What follows belongs to an exercise in optimizing a design on an open flow for small area, a short achievable clock period and few clock cycles; a production flow would make more cautious choices.
Where RTL was checked, it was by simulation tests only, not by an equivalence proof against the original.

v56:
Design posit_top, start of the top module:
module posit_top#(
  parameter posit_width = 16,  
  parameter es = 1  
)(
  input clk,
  input reset,
  input start,
  input [1:0] opcode,  
  input [posit_width - 1 : 0] a, b,
  output reg done,
  output zero,
  output [posit_width - 1 : 0] result
);
wire [14:0] div_n, div_d;
wire enc_sign, nar, muldiv_zero, add_zero;
wire [5:0] enc_sf;
wire [13:0] enc_m;
reg busy1, busy2, busy3;
reg [14:0] r_reg, d_reg;
reg [13:0] q_reg;
reg sign_reg, nar_reg, mdz_reg, addz_reg;
reg [5:0] sf_reg;
reg [13:0] m_reg;
wire [5:0] sf_out = sf_reg + {5'd0, m_reg[13]};
wire [11:0] f_out = m_reg[13] ? m_reg[12:1] : m_reg[11:0];
wire [15:0] enc_ans;
posit_encoder enc (.sign(sign_reg), .sf(sf_out), .f(f_out), .ans(enc_ans));
assign result = nar_reg ? 16'h8000 : (mdz_reg | addz_reg) ? 16'h0000 : enc_ans;
assign zero = addz_reg | (~mdz_reg & sf_out[5] & (sf_out[4:2] == 3'b000));
wire [14:0] r4, r5;
wire [13:0] q4, q5;
divider #(.STEPS(4)) div_b4 (.r_in(r_reg), .q_in(q_reg), .d(d_reg), .r_out(r4), .q_out(q4));
divider #(.STEPS(1)) div_b1 (.r_in(r4), .q_in(q4), .d(d_reg), .r_out(r5), .q_out(q5));
posit_arithmetic_operator core (
  .opcode(opcode), .a(a), .b(b), .div_q(q4),
  .div_n(div_n), .div_d(div_d),
  .enc_sign(enc_sign), .enc_sf(enc_sf), .enc_m(enc_m),
  .nar(nar), .muldiv_zero(muldiv_zero), .add_zero(add_zero)
);
wire start_div = start & opcode[1] & opcode[0];
always @(posedge clk or posedge reset) begin
  if (reset) begin
    done <= 1'b0;
    busy1 <= 1'b0;
    busy2 <= 1'b0;
    busy3 <= 1'b0;
  end else begin
    done <= (start & ~start_div) | busy3;
    busy1 <= start_div;
    busy2 <= busy1;
    busy3 <= busy2;
  end
end
always @(posedge clk) begin
  sign_reg <= enc_sign;
  sf_reg <= enc_sf;
  m_reg <= enc_m;
  nar_reg <= nar;
  mdz_reg <= muldiv_zero;
  addz_reg <= add_zero;
  r_reg <= (busy1 | busy2) ? r5 : div_n;
  q_reg <= (busy1 | busy2) ? q5 : 14'd0;
  d_reg <= div_d;
end
endmodule
Size in the first run: ~4500 cells after synthesis, roughly 65 flip-flops, ~55 I/O pins, ~22000 um^2 of cells after synthesis.
Settings: LEC_CHECK=0, ABC_AREA=1, CAP_MARGIN=20, CORE_MARGIN=2, CORE_UTILIZATION=55, SETUP_SLACK_MARGIN=1.25, SLEW_MARGIN=20, TNS_END_PERCENT=0; clock period 10.5 ns.
standard.sh (not shown) runs the stock make flow with config.mk's settings and CLKGATE_MAP_FILE= SYNTH_SCRIPT=/design/flow/synth_recipe.tcl, a recipe that flattens the netlist after the stock synthesis.
==> flow/flow/run.sh <==
#!/bin/bash
# Layout flow: the standard layout (standard.sh), with one synthesis
# setting changed: ADDER_MAP_FILE is left empty, so Yosys does not extract
# full/half adders into sky130 fa/ha cells and ABC maps the arithmetic into
# ordinary gates (faster carry paths). Everything else, including the
# registers the synthesis makes, is the standard flow's.
set -euo pipefail
cd "$(dirname "$0")/.."
sed 's/CLKGATE_MAP_FILE= /CLKGATE_MAP_FILE= ADDER_MAP_FILE= /' standard.sh > standard_noadder.sh
grep -q 'ADDER_MAP_FILE= ' standard_noadder.sh
bash standard_noadder.sh > flow_orfs.log 2>&1 || { tail -50 flow_orfs.log; exit 1; }
test -f out/final.def
Testbench counts of v56, summed over its fixed seeds: cycles 46,265.
### v56 -> v2
- GPL_TIMING_DRIVEN newly set to 0
- TNS_END_PERCENT changed from 0 to 5
- CORE_UTILIZATION changed from 55 to 40
- SETUP_SLACK_MARGIN changed from 1.25 to 1.5
Results
Delta (v2 minus v56): initial antenna violation count +3; final setup slack of the worst path increased 0.16 ns; cell area went up by 1200 um^2; area growth from synthesis to final layout rose 5.2 points. v2: post-detailed-route via-to-cell ratio about 5.4% below v56. Global placer's final weighted congestion delta (v56 -> v2): insignificant. Max area of the core region across v2 and v56: v2. Going from v56 to v2, maximum clock frequency up 1.8%; total stage count of the critical path down 10.
Inputs modified between v2 and v13:
- removing GPL_TIMING_DRIVEN (formerly 0)
- changing CORE_UTILIZATION from 40 to 55
| post-detailed-routing wire length | lower: v13 |. Summary of v13 over v2: post-placement cell area now smaller; number of cell rows now smaller; critical path depth now larger. The lower fill cell instance count of the final layout of v13 and v2 is in v13.
Input-level comparison between v59 and v13:
- CORE_UTILIZATION changed from 55 to 40
Findings:
Summary: with v13 as the reference, core footprint in v59 moved up by more than a quarter.
v59 against v13; number of cells on the critical path is down by more than 10%.
On share of cell area taken by flip-flops and latches, v59 tracks v13 almost exactly.
Taking v13 as the reference, in v59 global-route track usage on met2 lost 14 points, utilization after layout lost 16 points.
From v13 to v59 the numbers moved as follows: first-pass GRT wire length up 1.6%; post-layout worst setup margin down 0.19 ns; clock buffer instance count of the final layout up 2.
v59 vs v13, instance count: v59 higher

* * *

## build 21
posit_top, a different RTL version from the one above (not shown whole).
For scale: about 4400 cells after synthesis, roughly 65 flip-flops, about 55 I/O pins, roughly 22000 um^2 of cells after synthesis.
Design posit_top, start of the top module:
module posit_top#(
  parameter posit_width = 16,  
  parameter es = 1  
)(
  input clk,
  input reset,
  input start,
  input [1:0] opcode,  
  input [posit_width - 1 : 0] a, b,
  output reg done,
  output zero,
  output [posit_width - 1 : 0] result
);
Settings: LEC_CHECK=0, ABC_AREA=1, CAP_MARGIN=20, CORE_MARGIN=2, CORE_UTILIZATION=55, SETUP_SLACK_MARGIN=1.0, SLEW_MARGIN=20, TNS_END_PERCENT=5; clock period 10.5 ns.
Scripts as last shown in full above: flow/flow/run.sh
Relative to build 21, the following input files were edited for trial 67:
Settings: SETUP_SLACK_MARGIN changed from 1.0 to 1.5.
Results
- The met1 routing resource usage after global routing of build 21 and that of trial 67 are within noise of each other.
- Diff build 21 -> trial 67 | wire length | increase of about 3.6%
- Timing, DRC, antenna: 0 failures across build 21 and trial 67
- Delta (trial 67 minus build 21): number of sequential cells neither gained nor lost much.
No functional check of the RTL was part of any run of this note.

* * *

== willow ==
Another version of the RTL of posit_top (not shown whole).
For scale: roughly 5,100 cells after synthesis, roughly 55 I/O pins, ~24,000 µm² of cells after synthesis.
clock: 10.5 ns
lec_check: 0
abc_area: 1
cap_margin: 20
core_margin: 2
core_utilization: 40
setup_slack_margin: 2
slew_margin: 20
Scripts as last shown in full above: flow/flow/run.sh
[inputs] raven vs willow
- changing SETUP_SLACK_MARGIN from 2 to 3
Results
willow -> raven: clock network contribution to total cell area flat
Compared with willow, in raven die area has remained practically unchanged, setup slack has increased, number of signal-net inverters in the final layout has remained practically unchanged.
On number of multi-input logic gates, raven tracks willow almost exactly.
Against willow, filler cell count in the final layout in raven fell by a few percent.
For willow, the slowest library cell on the worst path was sky130_fd_sc_hd__dlygate4sd2_1, unlike raven, where it was sky130_fd_sc_hd__nand3b_1.
raven vs willow — ratio of final minimum period to clock period dropped 0.41 points.
The following lists how amber was set up differently from raven:
- clearing SETUP_SLACK_MARGIN, which used to be 3
==> comparison <==
What amber reported for routed wire length has to be multiplied by 1.2 to get the figure for raven. When amber is measured against raven, its global-route usage turns out 3.1 points lower. There was hardly any difference in multi-input combinational cell count between amber and raven. amber did not stop at any stage, and its layout met the timing, design-rule and antenna checks. raven leaves more setup margin than amber.
No functional check of the RTL was part of any run of this note.

* * *

Setup of west:
Another version of the RTL of posit_top (not shown whole).
For scale: ~4200 cells after synthesis, ~67 flip-flops, about 55 I/O pins, about 0.020 sq mm of cells after synthesis.
==> flow/config.mk <==
export PLATFORM = sky130hd
export DESIGN_NAME = posit_top
export DESIGN_NICKNAME = posit_top
export VERILOG_FILES = /design/flow/design.v
export SDC_FILE = /design/flow/constraint.sdc
export NUM_CORES = 4
export LEC_CHECK = 0
export ABC_AREA = 1
export CAP_MARGIN = 20
export CORE_MARGIN = 2
export CORE_UTILIZATION = 55
export SETUP_SLACK_MARGIN = 2.0
export SLEW_MARGIN = 20
export TNS_END_PERCENT = 0
==> flow/constraint.sdc <==
create_clock -name core_clock -period 10.5 [get_ports {clk}]
set_input_delay 2.1000 -clock core_clock [delete_from_list [all_inputs] [get_ports {clk}]]
set_output_delay 2.1000 -clock core_clock [all_outputs]
set_load 0.01 [all_outputs]
==> flow/flow/run.sh <==
#!/bin/bash
# Layout flow: the standard layout (standard.sh) with two settings
# changed on its make command line:
#  - ADDER_MAP_FILE is left empty, so Yosys does not extract full/half adders
#    into sky130 fa/ha cells and ABC maps the arithmetic into ordinary gates
#    (faster carry paths);
#  - BUFFER_PORTS_ARGS makes the port buffers (every input and output port
#    still gets one) sky130_fd_sc_hd__buf_4 cells instead of the default
#    delay cells.
# Everything else, including the registers the synthesis makes, is the
# standard flow's. The ORFS output goes to flow_orfs.log.
set -euo pipefail
cd "$(dirname "$0")/.."
sed "s/CLKGATE_MAP_FILE= /CLKGATE_MAP_FILE= ADDER_MAP_FILE= 'BUFFER_PORTS_ARGS=-buffer_cell sky130_fd_sc_hd__buf_4' /" standard.sh > standard_own.sh
grep -q 'ADDER_MAP_FILE= ' standard_own.sh
bash standard_own.sh > flow_orfs.log 2>&1 || { tail -50 flow_orfs.log; exit 1; }
test -f out/final.def
west closes out successfully: all stages finished, all timing, DRC and antenna checks passed.
Testbench counts of west, summed over its fixed seeds: cycles 46,265.
What south does differently from west at the input level:
- TNS_END_PERCENT now 5, was 0
- SETUP_SLACK_MARGIN now 2.25, was 2.0
==> run summary <==
south finished every stage and its layout cleared the timing, design-rule and antenna checks.
For west, the cell type of the slowest stage on the worst timing path was nor2_2, unlike south, where it was dfxtp_1.
Die area came out exactly the same in west and south.
Summary of south over west: number of buffer cells added on primary ports roughly the same; global-route usage higher; maximum frequency from static timing analysis higher.
After detailed routing, west needs less wire than south.
Shortest period the worst path allows: south < west
In south, the met2 routed wirelength came out 1.9% above the value in west.
south: setup slack of the critical path after layout is 0.17 ns higher than what west reported.

* * *

Another version of the RTL of posit_top (not shown whole).
Size in the first run: roughly 4600 cells after synthesis, about 55 I/O pins, about 22000 um^2 of cells after synthesis.
clock: 10.5 ns
lec_check: 0
abc_area: 1
cap_margin: 20
core_margin: 2
core_utilization: 40
setup_slack_margin: 2.5
slew_margin: 20
tns_end_percent: 5
==> flow/flow/run.sh <==
#!/bin/bash
# Layout flow: the standard layout (standard.sh), with one synthesis
# setting changed: ADDER_MAP_FILE is left empty, so Yosys does not extract
# full/half adders into sky130 fa/ha cells and ABC maps the arithmetic into
# ordinary gates (faster carry paths). Everything else, including the
# registers the synthesis makes, is the standard flow's.
set -euo pipefail
cd "$(dirname "$0")/.."
sed 's/CLKGATE_MAP_FILE= /CLKGATE_MAP_FILE= ADDER_MAP_FILE= /' standard.sh > standard_noadder.sh
grep -q 'ADDER_MAP_FILE= ' standard_noadder.sh
bash standard_noadder.sh > flow_orfs.log 2>&1 || { tail -50 flow_orfs.log; exit 1; }
test -f out/final.def
The baseline completed with no timing, DRC or antenna violations.
Rerun with:
Settings changed: SETUP_SLACK_MARGIN 2.5 to 1.5.
Effect:
- The new run completed with no timing, DRC or antenna violations
- via count went down by a few percent
- maximum frequency went down by a few percent
- setup slack is worse by 420 ps
- synthesized area does not change
Rerun with:
Settings changed: SETUP_SLACK_MARGIN 1.5 to default, TNS_END_PERCENT 5 to default.
Outcome:
- critical path depth does not change
- flip-flop and latch count stays the same
No functional check of the RTL was part of any run of this note.

* * *

v50:
posit_top with an RTL version that a note above also has.
For scale: ~4200 cells after synthesis, ~67 flip-flops.
Settings: LEC_CHECK=0, ABC_AREA=1, CAP_MARGIN=20, CORE_MARGIN=2, CORE_UTILIZATION=55, SETUP_SLACK_MARGIN=1.25, SLEW_MARGIN=20, TNS_END_PERCENT=0; clock period 10.5 ns.
Scripts as last shown in full above: flow/flow/run.sh
Testbench counts of v50, summed over its fixed seeds: cycles 46,265.
Changes in v1 relative to v50:
Settings: changing TNS_END_PERCENT from 0 to 5; changing SETUP_SLACK_MARGIN from 1.25 to 2.5.
==> flow/flow/run.sh <==
#!/bin/bash
# Layout flow: the standard layout (standard.sh) with two settings
# changed on its make command line:
#  - ADDER_MAP_FILE is left empty, so Yosys does not extract full/half adders
#    into sky130 fa/ha cells and ABC maps the arithmetic into ordinary gates
#    (faster carry paths);
#  - BUFFER_PORTS_ARGS makes the port buffers (every input and output port
#    still gets one) sky130_fd_sc_hd__buf_4 cells instead of the default
#    delay cells.
# Everything else, including the registers the synthesis makes, is the
# standard flow's. The ORFS output goes to flow_orfs.log.
set -euo pipefail
cd "$(dirname "$0")/.."
sed "s/CLKGATE_MAP_FILE= /CLKGATE_MAP_FILE= ADDER_MAP_FILE= 'BUFFER_PORTS_ARGS=-buffer_cell sky130_fd_sc_hd__buf_4' /" standard.sh > standard_own.sh
grep -q 'ADDER_MAP_FILE= ' standard_own.sh
bash standard_own.sh > flow_orfs.log 2>&1 || { tail -50 flow_orfs.log; exit 1; }
test -f out/final.def
Notes after the runs:
- v1 reached the final stage; the timing, design-rule and antenna checks on its layout passed.
- v50 ended up with a[0] as its start point of the critical path; v1 ended up with b[0].
- Worst-path cell with the longest stage delay: a21oi_1 -> v1, or4_1 -> v50
- v1 vs. v50: first-iteration DRC count +541, total length of routed wires +7700 um, multi-input combinational cell count +13, non-clock inverter instance count of the final layout +about 1%.
- Row number of buffers other than clock buffers in the final layout: v1 higher / v50 lower
What v30 does differently from v1 at the input level:
Settings: a change of SETUP_SLACK_MARGIN from 2.5 to 1.5.
==> flow/flow/run.sh <==
#!/bin/bash
# Layout flow: the standard layout (standard.sh), with one synthesis
# setting changed: ADDER_MAP_FILE is left empty, so Yosys does not extract
# full/half adders into sky130 fa/ha cells and ABC maps the arithmetic into
# ordinary gates (faster carry paths). Everything else, including the
# registers the synthesis makes, is the standard flow's.
set -euo pipefail
cd "$(dirname "$0")/.."
sed 's/CLKGATE_MAP_FILE= /CLKGATE_MAP_FILE= ADDER_MAP_FILE= /' standard.sh > standard_noadder.sh
grep -q 'ADDER_MAP_FILE= ' standard_noadder.sh
bash standard_noadder.sh > flow_orfs.log 2>&1 || { tail -50 flow_orfs.log; exit 1; }
test -f out/final.def
Notes after the runs:
- On time the final worst path needs with I/O delays and setup: between v30 and v1, it ends up higher for v30.
- Average routed wire per standard cell (v30 vs. v1) decreases by a few percent
- The higher fraction of the cycle the final worst path needs came out of v30.
--- input diff v30..v27 ---
Settings: SETUP_SLACK_MARGIN now 2.0, was 1.5; CORE_UTILIZATION now 62, was 55.
==> flow/flow/run.sh <==
#!/bin/bash
# Layout flow: the standard layout (standard.sh) with two settings
# changed on its make command line:
#  - ADDER_MAP_FILE is left empty, so Yosys does not extract full/half adders
#    into sky130 fa/ha cells and ABC maps the arithmetic into ordinary gates
#    (faster carry paths);
#  - BUFFER_PORTS_ARGS makes the port buffers (every input and output port
#    still gets one) sky130_fd_sc_hd__buf_4 cells instead of the default
#    delay cells.
# Everything else, including the registers the synthesis makes, is the
# standard flow's. The ORFS output goes to flow_orfs.log.
set -euo pipefail
cd "$(dirname "$0")/.."
sed "s/CLKGATE_MAP_FILE= /CLKGATE_MAP_FILE= ADDER_MAP_FILE= 'BUFFER_PORTS_ARGS=-buffer_cell sky130_fd_sc_hd__buf_4' /" standard.sh > standard_own.sh
grep -q 'ADDER_MAP_FILE= ' standard_own.sh
bash standard_own.sh > flow_orfs.log 2>&1 || { tail -50 flow_orfs.log; exit 1; }
test -f out/final.def
==> run summary <==
Global-route wire length before repair (v27 vs. v30) decreases slightly
Delta(die outline area, v27 - v30) < 0
Going from v30 to v27, worst setup slack climbed 0.44 ns, final routed wirelength across all metal layers increased by 2.8% relative to the old numbers, fmax higher, shortest clock period the worst path allows after layout now sits lower.

afterwards: timing with drivers on the ports:
The flow's constraints put no driver on any port. The routed layouts listed below were extracted and timed again, unchanged, in two steps. Step 1 sets driving cells, clkbuf_16 on the clock port and buf_2 on the other inputs (assumed; they add their load-dependent delay and slew). Step 2 moves the port delays by t, midway between the first and last clock arrival at a register: inputs arrive t later, outputs are due t later. That takes back most of the time a late clock gives input paths. Slacks: ideal ports / drivers / drivers and shift; pairs: ideal ports / drivers.
run	t, ns	slack for setup (ns)	slew at the worst register clock pin (ns)	worst data-port slew with drivers (ns)	cell pins on the clock port's net
v56	0.392	1.762 / 1.788 / 1.396	0.06 / 0.06	0.03	1
v2	0.379	1.919 / 1.940 / 1.561	0.06 / 0.06	0.09	1
v13	0.389	1.991 / 2.014 / 1.625	0.06 / 0.06	0.03	1
v59	0.364	1.802 / 1.822 / 1.457	0.06 / 0.06	0.08	1
build 21	0.398	1.491 / 1.521 / 1.123	0.06 / 0.06	0.03	1
trial 67	0.398	1.773 / 1.801 / 1.403	0.06 / 0.06	0.03	1
willow	0.424	1.368 / 1.398 / 0.974	0.07 / 0.07	0.04	1
raven	0.380	1.411 / 1.441 / 1.061	0.06 / 0.06	0.05	1
amber	0.424	0.550 / 0.579 / 0.155	0.07 / 0.07	0.04	1
west	0.393	2.436 / 2.436 / 2.153	0.06 / 0.06	0.06	1
south	0.394	2.604 / 2.555 / 2.281	0.06 / 0.06	0.07	1
the first run of note 5	0.378	2.306 / 2.310 / 1.932	0.06 / 0.06	0.11	1
the second run of note 5	0.381	1.887 / 1.913 / 1.532	0.06 / 0.06	0.10	1
the third run of note 5	0.378	0.859 / 0.884 / 0.506	0.06 / 0.06	0.10	1
v50	0.396	1.646 / 1.680 / 1.284	0.07 / 0.07	0.04	1
v1	0.390	2.682 / 2.704 / 2.317	0.06 / 0.06	0.07	1
v30	0.390	1.982 / 1.993 / 1.622	0.07 / 0.07	0.04	1
v27	0.389	2.421 / 2.391 / 2.059	0.06 / 0.06	0.12	1
After both steps every run listed still meets setup and hold. For amber, which loses most, drivers alone change the setup slack by +0.029 ns; drivers and shift together by -0.395 ns.
